Background: an optimization exercise with open tools, aiming at small area. Do not read the settings as production practice.
The RTL was checked by simulation tests, not by an equivalence proof against the original design.
Power is estimated from default activity; no workload was simulated.

$ cat flow/design.v
package code_defs_pkg;
    typedef enum logic [1:0]
        { SYNC_DATA = 2'b10
        , SYNC_CTL = 2'b01
        } sync_t;
    typedef enum logic [7:0]
        { BT_IDLE = 8'h1e
        , BT_O4   = 8'h2d
        , BT_S4   = 8'h33
        , BT_O0S4 = 8'h66
        , BT_O0O4 = 8'h55
        , BT_S0   = 8'h78
        , BT_O0   = 8'h4b
        , BT_T0   = 8'h87
        , BT_T1   = 8'h99
        , BT_T2   = 8'haa
        , BT_T3   = 8'hb4
        , BT_T4   = 8'hcc
        , BT_T5   = 8'hd2
        , BT_T6   = 8'he1
        , BT_T7   = 8'hff
        } block_type_t;
    typedef enum logic [6:0]
        { CC_IDLE = 7'b00
        , CC_LPI = 7'h06
        , CC_ERROR = 7'h1e
        , CC_RES0 = 7'h2d
        , CC_RES1 = 7'h33
        , CC_RES2 = 7'h4b
        , CC_RES3 = 7'h55
        , CC_RES4 = 7'h66
        , CC_RES5 = 7'h78
        } control_code_t;
    typedef enum logic [3:0]
        { OC_SEQ = 4'h0
        , OC_SIG = 4'hf
        } o_code_t;
    typedef enum logic [7:0]
        { RS_IDLE = 8'h07
        , RS_LPI = 8'h06
        , RS_START = 8'hfb
        , RS_TERM = 8'hfd
        , RS_ERROR = 8'hfe
        , RS_OSEQ = 8'h9c
        , RS_RES0 = 8'h1c
        , RS_RES1 = 8'h3c
        , RS_RES2 = 8'h7c
        , RS_RES3 = 8'hbc
        , RS_RES4 = 8'hdc
        , RS_RES5 = 8'hf7
        , RS_OSIG = 8'h5c
        } rs_code_t;
    typedef enum logic [7:0]
        { MAC_PRE = 8'h55
        , MAC_SFD = 8'hd5
        } mac_code_t;
    function automatic logic [7:0] control_to_rs_code(logic [6:0] icode);
        case (icode)
            CC_IDLE:    control_to_rs_code = RS_IDLE;
            CC_LPI:     control_to_rs_code = RS_LPI;
            CC_ERROR:   control_to_rs_code = RS_ERROR;
            CC_RES0:    control_to_rs_code = RS_RES0;
            CC_RES1:    control_to_rs_code = RS_RES1;
            CC_RES2:    control_to_rs_code = RS_RES2;
            CC_RES3:    control_to_rs_code = RS_RES3;
            CC_RES4:    control_to_rs_code = RS_RES4;
            CC_RES5:    control_to_rs_code = RS_RES5;
            default: begin
                control_to_rs_code = RS_IDLE;
            end
        endcase
    endfunction
    function automatic logic [3:0] rs_to_cc_ocode (input logic [7:0] rs_code);
        rs_to_cc_ocode = rs_code == RS_OSEQ ? OC_SEQ : OC_SIG;
    endfunction
    function automatic logic [7:0] cc_to_rs_ocode (input logic [3:0] cc_ocode);
        cc_to_rs_ocode = cc_ocode == OC_SEQ ? RS_OSEQ : RS_OSIG;
    endfunction
endpackage
`timescale 1ns/1ps
`default_nettype none
module slicing_crc #(
    parameter int SLICE_LENGTH = 4,
    parameter bit [31:0] INITIAL_CRC = 32'hFFFFFFFF,
    parameter bit INVERT_OUTPUT = 1,
    parameter bit REGISTER_OUTPUT = 1
) (
    input wire i_clk,
    input wire i_reset,
    input wire [8*SLICE_LENGTH-1:0] i_data,
    input wire [SLICE_LENGTH-1:0] i_valid,
    output wire [31:0] o_crc
);
    logic [31:0] crc_reg;
    logic [31:0] crc_next;
    function automatic logic [31:0] crc_byte(input logic [31:0] crc, input logic [7:0] data);
        logic [31:0] c;
        c = crc ^ {24'd0, data};
        for (int b = 0; b < 8; b++) begin
            c = c[0] ? ((c >> 1) ^ 32'hEDB88320) : (c >> 1);
        end
        crc_byte = c;
    endfunction
    always_comb begin
        crc_next = crc_reg;
        for (int n = 0; n < SLICE_LENGTH; n++) begin
            if (i_valid[n]) begin
                crc_next = crc_byte(crc_next, i_data[8*n +: 8]);
            end
        end
    end
    always_ff @(posedge i_clk)
    if (i_reset) begin
        crc_reg <= INITIAL_CRC;
    end else begin
        crc_reg <= crc_next;
    end
    generate if (REGISTER_OUTPUT) begin: l_reg_out
        assign o_crc = INVERT_OUTPUT ? ~crc_reg : crc_reg;
    end else begin: l_comb_out
        assign o_crc = INVERT_OUTPUT ? ~crc_next : crc_next;
    end endgenerate
endmodule
`timescale 1ns/1ps
`default_nettype none
module scrambler #(
    parameter bit DESCRAMBLE = 0,
    localparam int DATA_WIDTH = 32
) (
    input wire i_clk,
    input wire i_reset,
    input wire i_init_done,
    input wire i_pause,
    input wire [DATA_WIDTH-1:0] i_data,
    output wire [DATA_WIDTH-1:0] o_data
);
    /*verilator lint_off UNUSED*/
    logic[127:0] scrambler_data;
    /*verilator lint_on UNUSED*/
    logic [127:0] next_scrambler_data;
    logic [95:0] next_scrambler_data_split;
    always_ff @(posedge i_clk) begin
        if (i_reset || !i_init_done) begin
            scrambler_data <= '1;
        end
        else if (!i_pause) begin
            scrambler_data <= next_scrambler_data;
        end
    end
    assign next_scrambler_data_split = {scrambler_data[DATA_WIDTH +: 128 - DATA_WIDTH]};
    assign next_scrambler_data = DESCRAMBLE ? {i_data, next_scrambler_data_split} :
                                                {o_data, next_scrambler_data_split};
    generate
        for (genvar gi = 0; gi < DATA_WIDTH; gi++) begin: l_assign_odata
            assign o_data[gi] = next_scrambler_data_split[(64-DATA_WIDTH) + 6+gi] ^ next_scrambler_data_split[(64-DATA_WIDTH) + 25+gi] ^ i_data[gi];
        end
    endgenerate
endmodule
`timescale 1ns/1ps
`default_nettype none
module rx_gearbox #(
    parameter bit REGISTER_OUTPUT = 1,
    localparam int DATA_WIDTH = 32,
    localparam int HEADER_WIDTH = 2,
    localparam int SEQUENCE_WIDTH = 6
) (
    input wire i_clk,
    input wire i_reset,
    input wire [DATA_WIDTH-1:0] i_data,
    input wire i_slip,
    output logic [DATA_WIDTH-1:0] o_data,
    output logic [HEADER_WIDTH-1:0] o_header,
    output logic o_data_valid,
    output logic o_header_valid
);
    logic [SEQUENCE_WIDTH-1:0] gearbox_seq;
    logic half_slip;
    always_ff @(posedge i_clk)
    if (i_reset) begin
        gearbox_seq <= '0;
        half_slip <= '0;
    end else begin
        if (!i_slip) begin
            gearbox_seq <= gearbox_seq < 32 ? gearbox_seq + 1 : '0;
        end
        if (i_slip) begin
            half_slip <= ~half_slip;
        end
    end
    logic [DATA_WIDTH-1:0] prev;
    logic prev2_msb;
    always_ff @(posedge i_clk)
    if (!i_slip) begin
        prev <= i_data;
        prev2_msb <= prev[DATA_WIDTH-1];
    end
    wire frame_word;
    wire [64:0] window;
    logic [4:0] start;
    wire [33:0] slice;
    assign frame_word = (half_slip) ? !gearbox_seq[0] && gearbox_seq != SEQUENCE_WIDTH'(32) :
                                      !gearbox_seq[0];
    always_comb begin
        logic [5:0] s1;
        s1 = half_slip ? gearbox_seq + 6'd1 : gearbox_seq - 6'd1;
        start = {s1[4:1], !half_slip};
    end
    assign window = {i_data, prev, prev2_msb};
    assign slice = 34'(window >> start);
    wire odata_valid_int;
    wire oheader_valid_int;
    assign odata_valid_int = half_slip ? gearbox_seq != 31 : gearbox_seq != 0;
    assign oheader_valid_int = !frame_word && odata_valid_int;
    always_ff @(posedge i_clk)
    if (i_reset) begin
        o_data_valid <= '0;
        o_header <= '0;
        o_header_valid <= '0;
    end else begin
        o_data_valid <= odata_valid_int;
        o_header <= (oheader_valid_int) ? slice[1:0] : o_header;
        o_header_valid <= oheader_valid_int;
    end
    always_ff @(posedge i_clk)
        o_data <= slice[33:2];
endmodule
`timescale 1ns/1ps
`default_nettype none
module lock_state(
    input wire i_clk,
    input wire i_reset,
    input wire [1:0] i_header,
    input wire i_valid,
    output wire o_slip
);
    typedef enum logic[2:0] { LOCK_INIT = 3'd0, RESET_CNT = 3'd1, TEST_SH = 3'd2,
        VALID_SH = 3'd4, INVALID_SH = 3'd5, SLIP = 3'd3} lock_state_t;
    lock_state_t state, next_state;
    logic [6:0] sh_cnt;
    logic [4:0] sh_invalid_cnt;
    wire sh_valid;
    wire cnt_64, inv_16, inv_zero;
    assign sh_valid = (i_header[1] ^ i_header[0]);
    assign o_slip = (state == SLIP);
    assign cnt_64 = sh_cnt[6];
    assign inv_16 = sh_invalid_cnt[4];
    assign inv_zero = sh_invalid_cnt == 0;
    always_ff @(posedge i_clk) begin
        if (i_reset) begin
            state <= LOCK_INIT;
        end else begin
            state <= next_state;
        end
    end
    always_comb begin
        case (state)
            LOCK_INIT: next_state = RESET_CNT;
            RESET_CNT: next_state = TEST_SH;
            TEST_SH: next_state = sh_valid ? VALID_SH : INVALID_SH;
            VALID_SH: begin
                if (cnt_64) begin
                    next_state = inv_zero ? LOCK_INIT : RESET_CNT;
                end else begin
                    next_state = sh_valid ? VALID_SH : INVALID_SH;
                end
            end
            INVALID_SH: begin
                if (cnt_64 && !inv_16) begin
                    next_state = RESET_CNT;
                end else if (inv_16) begin
                    next_state = SLIP;
                end else begin
                    next_state = sh_valid ? VALID_SH : INVALID_SH;
                end
            end
            default: next_state = RESET_CNT;   
        endcase
    end
    always_ff @(posedge i_clk) begin
        if (state == RESET_CNT) begin
            sh_cnt <= 0;
            sh_invalid_cnt <= 0;
        end else if (state[2] && i_valid) begin
            sh_cnt <= sh_cnt + 1;
            if (state[0]) begin
                sh_invalid_cnt <= sh_invalid_cnt + 1;
            end
        end
    end
endmodule
`timescale 1ns/1ps
`default_nettype none
import code_defs_pkg::*;
module decoder #(
    localparam int DATA_WIDTH = 32,
    localparam int DATA_NBYTES = DATA_WIDTH / 8
) (
    input wire i_reset,
    input wire i_rxc,
    input wire [DATA_WIDTH-1:0] i_rxd,
    input wire [1:0] i_rx_header,
    input wire i_rx_data_valid,
    input wire i_rx_header_valid,
    output wire [DATA_WIDTH-1:0] o_rxd,
    output wire [DATA_NBYTES-1:0] o_rxctl
);
    typedef struct packed {
        logic [63:0] odata;
        logic [7:0] octl;
        logic frame_valid;
    } xgmii_data_ctl_t;
    logic [DATA_WIDTH-1:0] delayed_i_rxd;
    wire [63:0] internal_irxd;
    xgmii_data_ctl_t decoded_frame;
    wire output_decode_frame;
    /*verilator lint_off UNUSED*/
    logic [63:0] internal_orxd;
    logic [7:0] internal_orxctl;
    wire frame_valid;
    /*verilator lint_on UNUSED*/
    always_ff @(posedge i_rxc) begin
        if (i_reset) begin
            delayed_i_rxd <= '0;
            internal_orxd <= '0;
            internal_orxctl <= '0;
        end else begin
            if (i_rx_data_valid) begin
                delayed_i_rxd <= i_rxd;
                if (output_decode_frame) begin  
                    internal_orxd <= decoded_frame.odata;
                    internal_orxctl <= decoded_frame.octl;
                end
            end
        end
    end
    assign internal_irxd = {i_rxd, delayed_i_rxd};
    assign output_decode_frame = !i_rx_header_valid  && i_rx_data_valid;  
    assign frame_valid = decoded_frame.frame_valid;
    assign o_rxd = !output_decode_frame ? internal_orxd[32 +: 32] : decoded_frame.odata[0 +: 32];
    assign o_rxctl = !output_decode_frame ? internal_orxctl[4 +: 4] : decoded_frame.octl[0 +: 4];
    function automatic logic [7:0] local_control_to_rs_code(input logic [6:0] icode);
        case (icode)
            CC_IDLE:    local_control_to_rs_code = RS_IDLE;
            CC_LPI:     local_control_to_rs_code = RS_LPI;
            CC_ERROR:   local_control_to_rs_code = RS_ERROR;
            CC_RES0:    local_control_to_rs_code = RS_RES0;
            CC_RES1:    local_control_to_rs_code = RS_RES1;
            CC_RES2:    local_control_to_rs_code = RS_RES2;
            CC_RES3:    local_control_to_rs_code = RS_RES3;
            CC_RES4:    local_control_to_rs_code = RS_RES4;
            CC_RES5:    local_control_to_rs_code = RS_RES5;
            default: begin
                local_control_to_rs_code = RS_IDLE;
            end
        endcase
    endfunction
    function automatic logic [7:0] local_cc_to_rs_ocode(input logic [3:0] cc_ocode);
        local_cc_to_rs_ocode = cc_ocode == OC_SEQ ? RS_OSEQ : RS_OSIG;
    endfunction
    function automatic logic [63:0] control_code_to_rs_lane(input logic [63:0] idata, input bit [7:0] lanes);
        control_code_to_rs_lane = {8{RS_ERROR}};
        for (int i = 0; i < 8; i++) begin
            if (lanes[7-i] == 1) begin
                control_code_to_rs_lane[8*i +: 8] = local_control_to_rs_code(idata[8 + (7*i) +: 7]);
            end
        end
    endfunction
    function automatic logic [72:0] decode_frame(input logic [63:0] idata, input logic [1:0] iheader);
        logic [63:0] odata;
        logic [7:0] octl;
        logic frame_valid;
        odata = '0;
        octl = '0;
        frame_valid = 1;
        if (iheader == SYNC_DATA) begin
            odata = idata;
            octl = '0;
        end else begin
            case (idata[7:0])
                BT_IDLE: begin
                    odata = control_code_to_rs_lane(idata, 8'hFF);
                    octl = '1;
                end
                BT_O4: begin
                    odata = control_code_to_rs_lane(idata, 8'hF0);
                    odata[63:40] = idata[63:40];
                    odata[39:32] = local_cc_to_rs_ocode(idata[39:36]);
                    octl = 8'h1F;
                end
                BT_S4: begin
                    odata = control_code_to_rs_lane(idata, 8'hF0);
                    odata[63:40] = idata[63:40];
                    odata[39:32] = RS_START;
                    octl = 8'h1F;
                end
                BT_O0S4: begin
                    odata[63:40] = idata[63:40];
                    odata[39:32] = RS_START;
                    odata[31: 8] = idata[31: 8];
                    odata[ 7: 0] = local_cc_to_rs_ocode(idata[35:32]);
                    octl = 8'h11;
                end
                BT_O0O4: begin
                    odata[63:40] = idata[63:40];
                    odata[39:32] = local_cc_to_rs_ocode(idata[35:32]);
                    odata[31: 8] = idata[31: 8];
                    odata[ 7: 0] = local_cc_to_rs_ocode(idata[39:36]);
                    octl = 8'h11;
                end
                BT_S0: begin
                    odata[63: 8] = idata[63: 8];
                    odata[ 7: 0] = RS_START;
                    octl = 8'h01;
                end
                BT_O0: begin
                    odata = control_code_to_rs_lane(idata, 8'h0F);
                    odata[31: 8] = idata[31: 8];
                    odata[ 7: 0] = local_cc_to_rs_ocode(idata[35:32]);
                    octl = 8'hF1;
                end
                BT_T0: begin
                    odata = control_code_to_rs_lane(idata, 8'h7F);
                    odata[ 7: 0] = RS_TERM;
                    octl = 8'hFF;
                end
                BT_T1: begin
                    odata = control_code_to_rs_lane(idata, 8'h3F);
                    odata[ 7: 0] = idata[15: 8];
                    odata[15: 8] = RS_TERM;
                    octl = 8'hFE;
                end
                BT_T2: begin
                    odata = control_code_to_rs_lane(idata, 8'h1F);
                    odata[15: 0] = idata[23: 8];
                    odata[23:16] = RS_TERM;
                    octl = 8'hFC;
                end
                BT_T3: begin
                    odata = control_code_to_rs_lane(idata, 8'h0F);
                    odata[23: 0] = idata[31: 8];
                    odata[31:24] = RS_TERM;
                    octl = 8'hF8;
                end
                BT_T4: begin
                    odata = control_code_to_rs_lane(idata, 8'h07);
                    odata[31: 0] = idata[39: 8];
                    odata[39:32] = RS_TERM;
                    octl = 8'hF0;
                end
                BT_T5: begin
                    odata = control_code_to_rs_lane(idata, 8'h03);
                    odata[39: 0] = idata[47: 8];
                    odata[47:40] = RS_TERM;
                    octl = 8'hE0;
                end
                BT_T6: begin
                    odata = control_code_to_rs_lane(idata, 8'h01);
                    odata[47: 0] = idata[55: 8];
                    odata[55:48] = RS_TERM;
                    octl = 8'hC0;
                end
                BT_T7: begin
                    odata[55: 0] = idata[63: 8];
                    odata[63:56] = RS_TERM;
                    octl = 8'h80;
                end
                default: begin
                    octl = 8'hFF;
                    odata[63:0] = {8{RS_ERROR}};
                    frame_valid = 0;
                end
            endcase
        end
        decode_frame = {odata, octl, frame_valid};
    endfunction
    assign decoded_frame = decode_frame(internal_irxd, i_rx_header);
endmodule
`timescale 1ns/1ps
`default_nettype none
import code_defs_pkg::*;
module rx_mac #(
    localparam int DATA_WIDTH = 32,
    localparam int DATA_NBYTES = DATA_WIDTH / 8
) (
    input wire i_reset,
    input wire i_clk,
    input wire [DATA_WIDTH-1:0] i_xgmii_rxd,
    input wire [DATA_NBYTES-1:0] i_xgmii_rxc,
    input wire i_phy_rx_valid,
    output logic [DATA_WIDTH-1:0] m00_axis_tdata,
    output logic [DATA_NBYTES-1:0] m00_axis_tkeep,
    output logic m00_axis_tvalid,
    output logic m00_axis_tlast,
    output logic m00_axis_tuser
);
    logic in_frame;      
    logic next_in_frame;
    logic sfd_found_del;
    wire sfd_found;
    wire [DATA_NBYTES-1:0] term_loc;
    wire term_found;
    wire ctl_found;
    wire data_invalid;
    wire frame_end;
    logic [DATA_NBYTES-1:0] tkeep;
    logic [DATA_NBYTES-1:0] crc_input_valid;
    logic [31:0] rx_captured_crc;
    wire [31:0] rx_calc_crc;
    generate for (genvar gi = 0; gi < DATA_NBYTES; gi++) begin: l_term_loc
        assign term_loc[gi] = i_phy_rx_valid && i_xgmii_rxc[gi] && i_xgmii_rxd[gi*8 +: 8] == RS_TERM;
    end endgenerate
    assign term_found = |term_loc;
    assign ctl_found = |i_xgmii_rxc;
    assign data_invalid = (i_xgmii_rxc[3] && i_xgmii_rxd[31:24] == RS_ERROR) ||
                          (i_xgmii_rxc[2] && i_xgmii_rxd[23:16] == RS_ERROR) ||
                          (i_xgmii_rxc[1] && i_xgmii_rxd[15: 8] == RS_ERROR) ||
                          (i_xgmii_rxc[0] && i_xgmii_rxd[ 7: 0] == RS_ERROR);
    assign sfd_found = i_phy_rx_valid && (i_xgmii_rxd == {{3{8'h55}}, RS_START}) && (i_xgmii_rxc == 4'b1);
    assign frame_end = i_phy_rx_valid && ctl_found;
    assign next_in_frame = in_frame ? !frame_end : sfd_found;
    always_comb begin
        if (sfd_found_del) begin
            tkeep = 4'b0000;
        end else begin
            case (1'b1)
                term_loc[0]: tkeep = 4'b0000;
                term_loc[1]: tkeep = 4'b0001;
                term_loc[2]: tkeep = 4'b0011;
                term_loc[3]: tkeep = 4'b0111;
                default: tkeep = 4'b1111;
            endcase
        end
    end
    always_ff @(posedge i_clk)
    if (i_reset) begin
        in_frame <= 1'b0;
        m00_axis_tvalid <= 1'b0;
    end else begin
        in_frame <= next_in_frame;
        m00_axis_tvalid <= in_frame && i_phy_rx_valid && !data_invalid && !sfd_found_del;
    end
    always_ff @(posedge i_clk) begin
        m00_axis_tlast <= in_frame && frame_end;
        m00_axis_tuser <= in_frame && term_found && (rx_calc_crc == rx_captured_crc);
        if (i_phy_rx_valid) begin
            sfd_found_del <= sfd_found;
            m00_axis_tdata <= i_xgmii_rxd;
            m00_axis_tkeep <= in_frame ? tkeep : 4'b0000;
        end
    end
    always_comb begin
        if (!i_phy_rx_valid) begin
            crc_input_valid = 4'b0000;
        end else begin
            case (1'b1)
                term_loc[0]: crc_input_valid = 4'b0000;
                term_loc[1]: crc_input_valid = 4'b0001;
                term_loc[2]: crc_input_valid = 4'b0011;
                term_loc[3]: crc_input_valid = 4'b0111;
                default: crc_input_valid = m00_axis_tkeep;
            endcase
        end
        case (1'b1)
            term_loc[0]: rx_captured_crc = m00_axis_tdata;
            term_loc[1]: rx_captured_crc = {i_xgmii_rxd[0+:8], m00_axis_tdata[8+:24]};
            term_loc[2]: rx_captured_crc = {i_xgmii_rxd[0+:16], m00_axis_tdata[16+:16]};
            term_loc[3]: rx_captured_crc = {i_xgmii_rxd[0+:24], m00_axis_tdata[24+:8]};
            default: rx_captured_crc = i_xgmii_rxd;
        endcase
    end
    slicing_crc #(
        .SLICE_LENGTH(DATA_NBYTES),
        .INITIAL_CRC(32'hFFFFFFFF),
        .INVERT_OUTPUT(1),
        .REGISTER_OUTPUT(0)
    ) u_rx_crc (
        .i_clk(i_clk),
        .i_reset(!in_frame),
        .i_data(m00_axis_tdata),
        .i_valid(crc_input_valid),
        .o_crc(rx_calc_crc)
    );
endmodule
`timescale 1ns/1ps
`default_nettype none
import code_defs_pkg::*;
module eth_rx (
    input wire i_clk,
    input wire i_reset,
    input wire [31:0] i_xver_rx_data,
    output logic [31:0] m00_axis_tdata,
    output logic [3:0] m00_axis_tkeep,
    output logic m00_axis_tvalid,
    output logic m00_axis_tlast,
    output logic m00_axis_tuser
);
    wire [31:0] rx_gearbox_data_out, rx_descrambled_data;
    wire [1:0] rx_header;
    wire rx_data_valid, rx_header_valid;
    wire rx_gearbox_slip;
    wire [31:0] rx_decoded_data;
    wire [3:0] rx_decoded_ctl;
    rx_gearbox #(.REGISTER_OUTPUT(1))
    u_rx_gearbox (
        .i_clk(i_clk),
        .i_reset(i_reset),
        .i_data(i_xver_rx_data),
        .i_slip(rx_gearbox_slip),
        .o_data(rx_gearbox_data_out),
        .o_header(rx_header),
        .o_data_valid(rx_data_valid),
        .o_header_valid(rx_header_valid)
    );
    lock_state u_lock_state(
        .i_clk(i_clk),
        .i_reset(i_reset),
        .i_header(rx_header),
        .i_valid(rx_header_valid),
        .o_slip(rx_gearbox_slip)
    );
    scrambler #(
        .DESCRAMBLE(1)
    ) u_descrambler(
        .i_clk(i_clk),
        .i_reset(i_reset),
        .i_init_done(!i_reset),
        .i_pause(!rx_data_valid),
        .i_data(rx_gearbox_data_out),
        .o_data(rx_descrambled_data)
    );
    decoder u_decoder(
        .i_reset(i_reset),
        .i_rxc(i_clk),
        .i_rxd(rx_descrambled_data),
        .i_rx_header(rx_header),
        .i_rx_data_valid(rx_data_valid),
        .i_rx_header_valid(rx_header_valid),
        .o_rxd(rx_decoded_data),
        .o_rxctl(rx_decoded_ctl)
    );
    logic [31:0] xgmii_rx_data;
    logic [3:0] xgmii_rx_ctl;
    logic phy_rx_valid;
    always_ff @(posedge i_clk)
    if (i_reset) begin
        phy_rx_valid <= '0;
    end else begin
        phy_rx_valid <= rx_data_valid;
    end
    always_ff @(posedge i_clk) begin
        xgmii_rx_data <= rx_decoded_data;
        xgmii_rx_ctl <= rx_decoded_ctl;
    end
    rx_mac u_rx (
        .i_reset(i_reset),
        .i_clk(i_clk),
        .i_xgmii_rxd(xgmii_rx_data),
        .i_xgmii_rxc(xgmii_rx_ctl),
        .i_phy_rx_valid(phy_rx_valid),
        .m00_axis_tdata(m00_axis_tdata),
        .m00_axis_tkeep(m00_axis_tkeep),
        .m00_axis_tvalid(m00_axis_tvalid),
        .m00_axis_tlast(m00_axis_tlast),
        .m00_axis_tuser(m00_axis_tuser)
    );
endmodule
$ cat flow/config.mk
export PLATFORM = sky130hd
export DESIGN_NAME = eth_rx
export DESIGN_NICKNAME = eth_rx
export VERILOG_FILES = /design/flow/design.v
export SDC_FILE = /design/flow/constraint.sdc
export NUM_CORES = 4
export LEC_CHECK = 0
export CAP_MARGIN = 20
export CORE_MARGIN = 2
export CORE_UTILIZATION = 40
export SLEW_MARGIN = 20
$ cat flow/constraint.sdc
create_clock -name core_clock -period 6.5 [get_ports {i_clk}]
set_input_delay 1.3000 -clock core_clock [delete_from_list [all_inputs] [get_ports {i_clk}]]
set_output_delay 1.3000 -clock core_clock [all_outputs]
set_load 0.01 [all_outputs]
$ cat flow/run.sh
#!/bin/bash
# synth_recipe.tcl (not shown) runs the flow's synth.tcl, then flattens the netlist and writes it again
# the make line also repeats each setting of config.mk as NAME=value (left out here)
make -C /OpenROAD-flow-scripts/flow DESIGN_CONFIG=/design/flow/config.mk WORK_HOME=/design/flow/orfs CLKGATE_MAP_FILE= SYNTH_SCRIPT=/design/flow/synth_recipe.tcl finish
==> results.txt <==
==> critical path, stage by stage, from the launching register on <==
cell and delay (ps):
edfxtp_1 500, xnor3_1 500, xor3_1 320, xor3_1 510, or3_4 370, and4_4 200
o211a_1 250, or4_4 510, nand2_4 190, xnor3_1 350, o21ai_2 280, xnor2_2 290
xor3_2 600, xnor2_2 190, xnor2_1 270, o2111ai_1 130, a21oi_1 270, nand4_1 160
nor4bb_1 270
==> per-layer routing <==
metal  track usage  vias up
li1              -    11380
met1        0.4345    12140
met2        0.4657     1331
met3       0.04878      163
met4       0.08815        0
met5             0        -
==> power by group through the flow <==
stage | Sequential, mW | Clock [mW] | Combinational [mW]
floorplan | 2.73 | 0 | 3.79
global placement | 2.96 | 0 | 5.49
detailed placement | 2.98 | 0 | 5.52
CTS | 2.94 | 2.32 | 5.55
global route | 2.99 | 2.40 | 6.09
finish | 2.95 | 2.28 | 5.73
==> stage by stage <==
step,std cells,total power [mW],setup slack [ps]
6_report,4055,10.96,236.9
5_1_grt,4054,11.48,5.020
4_1_cts,4052,10.81,124.1
3_5_place_dp,3981,8.496,188.7
3_3_place_gp,3981,8.451,179.1
2_1_floorplan,3115,6.521,22.34
==> logic make-up (layout without fill, tap and decap cells) <==
family	Yosys count	after routing	synth area share
mux	172	172	0.08226
fa+ha+maj	10	10	0.005147
flops	327	327	0.2812
buf+inv	249	333	0.03724
other cells	0	1	0
simple gates	1142	1142	0.2100
compound gates	791	791	0.2045
xor+xnor	424	424	0.1796
==> final cells by class <==
class | instances | area, µm² | area share
diodes | 1 | 2.502 | 0.00008479
clock buffers | 48 | 1061 | 0.03595
clock inverters | 23 | 274.0 | 0.009284
repair buffers | 222 | 1864 | 0.06317
multi-input cells | 2539 | 17840 | 0.6044
well taps | 855 | 1070 | 0.03625
flip-flops and latches | 327 | 7253 | 0.2458
inverters | 40 | 150.1 | 0.005087
==> placed cells by master (no fill, tap or decap), types with 85 or more instances in the layout <==
| cell | count |
|---|---|
| buf_4 | 148 |
| xor2_1 | 98 |
| a21oi_1 | 195 |
| nand2_1 | 440 |
| xnor2_1 | 238 |
| nor2_1 | 258 |
| dfxtp_1 | 254 |
| mux2i_1 | 123 |
| nand3_1 | 85 |
| o21ai_0 | 192 |
==> how the worst max path moves through the flow <==
stage | start | endpoint | slack, ps | depth (start not counted)
after detailed placement | xgmii_rx_data[8]$_DFF_P_ | u_rx.m00_axis_tuser$_DFF_P_ | 190 | 20
after global placement | xgmii_rx_data[10]$_DFF_P_ | u_rx.m00_axis_tuser$_DFF_P_ | 180 | 20
after CTS | xgmii_rx_data[8]$_DFF_P_ | u_rx.m00_axis_tuser$_DFF_P_ | 120 | 20
final | u_rx.m00_axis_tdata[0]$_DFFE_PP_ | u_rx.m00_axis_tuser$_DFF_P_ | 240 | 18
after global routing | u_rx.m00_axis_tdata[0]$_DFFE_PP_ | u_rx.m00_axis_tuser$_DFF_P_ | 5 | 19
after floorplan | phy_rx_valid$_SDFF_PP0_ | u_rx.m00_axis_tuser$_DFF_P_ | 20 | 20
==> what timing repair did <==
action | 4_1_cts | 5_1_grt
gates resized for setup | 0 | 27
endpoints found under the setup margin | 0 | 1
hold buffers | 0 | 0
setup buffers | 0 | 2
==> flow_metrics.env <==
export IMPL_synthesis_area_um2=25770
export IMPL_layout_min_cycle_time_ps=6263
export IMPL_tns_ps=0
export IMPL_swShare=0.4562
export IMPL_reg2reg_to="u_rx.m00_axis_tuser$_DFF_P_"
export IMPL_synth_edf_count=70
export IMPL_dr_max_layer_used="met4"
export IMPL_critPathArrivalTime_ps=6740
export IMPL_num_rows=93
export IMPL_leakage_nw=11.16
export IMPL_utilization=0.4603
export IMPL_final_max_slew_viol_count=0
export IMPL_top_register="u_descrambler.scrambler_data"
export IMPL_dpl_cell_area_um2=27990
export IMPL_end_kind="flip-flop"
export IMPL_initial_core_util=0.4019
export IMPL_htreeDepth=2
export IMPL_hpwl_um=81480
export IMPL_drt_initial_drc_count=2983
export IMPL_ys_seq_area_frac=0.2812
export IMPL_via_count=25010
export IMPL_final_setup_skew_ps=33.59
export IMPL_grt_pass1_vias=23160
export IMPL_power_internal_mw=5.960
export IMPL_synthCells=3115
export IMPL_fmax_ghz=0.1597
export IMPL_whs_ps=437.6
export IMPL_netlist_top_cells_count="nand2_1, nor2_1, dfxtp_1"
export IMPL_core_area_um2=64120
export IMPL_grt_max_degree=87
export IMPL_outcome="finished clean"
export IMPL_syn_avg_cell_area_um2=8.272
export IMPL_cts_tree="built"
export IMPL_clk_pin_slew_ps=60
export IMPL_yosys_area_top_type="dfxtp_1"
export IMPL_largest_reg_flops=58
export IMPL_worst_slew_margin_rel=0.2392
export IMPL_hold_path_cell_count=2
export IMPL_cts_max_path_buffers=3
export IMPL_cap_violations=0
export IMPL_fin_nets=3214
export IMPL_finalCritPeriodShare=0.9636
export IMPL_r2r_setup_slack_ps=240
export IMPL_p_switching_mw=4.999
export IMPL_place_congestion=1.005
export IMPL_yosysUniqueCellTypes=106
export IMPL_min_from="u_decoder.internal_orxd[59]$_SDFFE_PP0P_"
export IMPL_crit_path_start_kind="flip-flop"
export IMPL_overflow=0
export IMPL_drt_met1_wl_um=45410
export IMPL_pwr_share_clk=0.208
export IMPL_synth_area_leaders="dfxtp_1, xnor2_1, edfxtp_1, nand2_1, mux2i_1"
export IMPL_die_width_um=257.8
export IMPL_finalWirelength_um=104000
export IMPL_synth_fp_nets=3159
export IMPL_cts_num_sinks=327
export IMPL_worstSetupPathType="reg2reg"
export IMPL_dieArea_um2=66460
export IMPL_power_density_nw_per_um2=371.3
export IMPL_num_io_pins=73
export IMPL_synthFlopType="dfxtp_1"
export IMPL_yosysMostFrequentCell="nand2_1"
export IMPL_detail_route_wl_per_cell_um=25.64
export IMPL_yosys_warnings=7
export IMPL_r2r_cells=18
export IMPL_hold_class="reg2reg"
export IMPL_synth_seq_cells=327
export IMPL_antenna_found_initial=0
export IMPL_ant_nets=0
export IMPL_grt_use_total=0.3024
export IMPL_n_fill_cell=6312
export IMPL_numCtsBuffers=40
export IMPL_peakVddDrop_mv=0.2751
export IMPL_hold_viol=0
export IMPL_setup_viol=0
export IMPL_drc_errors=0
export IMPL_dr_wl_met2_um=45940
export IMPL_areaGrowthSynthToFinish_pct=14.54
export IMPL_synth_top_area_frac=0.1997
export IMPL_clk_latency_ps=580
export IMPL_tightest_slew_ps=1132
export IMPL_reg2reg_from="u_rx.m00_axis_tdata[0]$_DFFE_PP_"
export IMPL_grt_pass1_wl_um=152800
export IMPL_grt_setup_unrepaired="no"
export IMPL_io_buffers=72
export IMPL_design_area_um2=29510
export IMPL_ys_async_sr_fraction=0
export IMPL_p_comb_frac=0.522
export IMPL_avgViaCountPerCell=6.168
export IMPL_dieHeight_um=257.8
export IMPL_cts_root_buf="clkbuf_16"
export IMPL_seq_power_share=0.269
export IMPL_min_to="xgmii_rx_data[27]$_DFF_P_"
export IMPL_cp_required_ps=6980
export IMPL_routed_wl_met3_um=9450
export IMPL_drive_gt1_frac=0.1150
export IMPL_first_pass_iters=8
export IMPL_crit_fanout=9

-- static timing again, ports no longer ideal --
No port has a modelled driver above. Below, the same layout with a new extraction and two added sets of constraints.
Step 1 sets driving cells, clkbuf_16 on the clock port and buf_2 on the other inputs (assumed; they add their load-dependent delay and slew).
Step 2 also shifts input and output timing later by t, the mid clock arrival at the registers, as if the neighbouring blocks saw the same clock.
Three values: no drivers, after step 1, after step 2; two values: the first two.
shift t [ns]: 0.624
setup slack, ns: 0.237 / 0.237 / 0.237
clock arrival spread, ns: 0.036 / 0.036
After both steps this run still meets setup and hold. For this run, drivers alone change the setup slack by 0.000 ns; drivers and shift together by 0.000 ns.
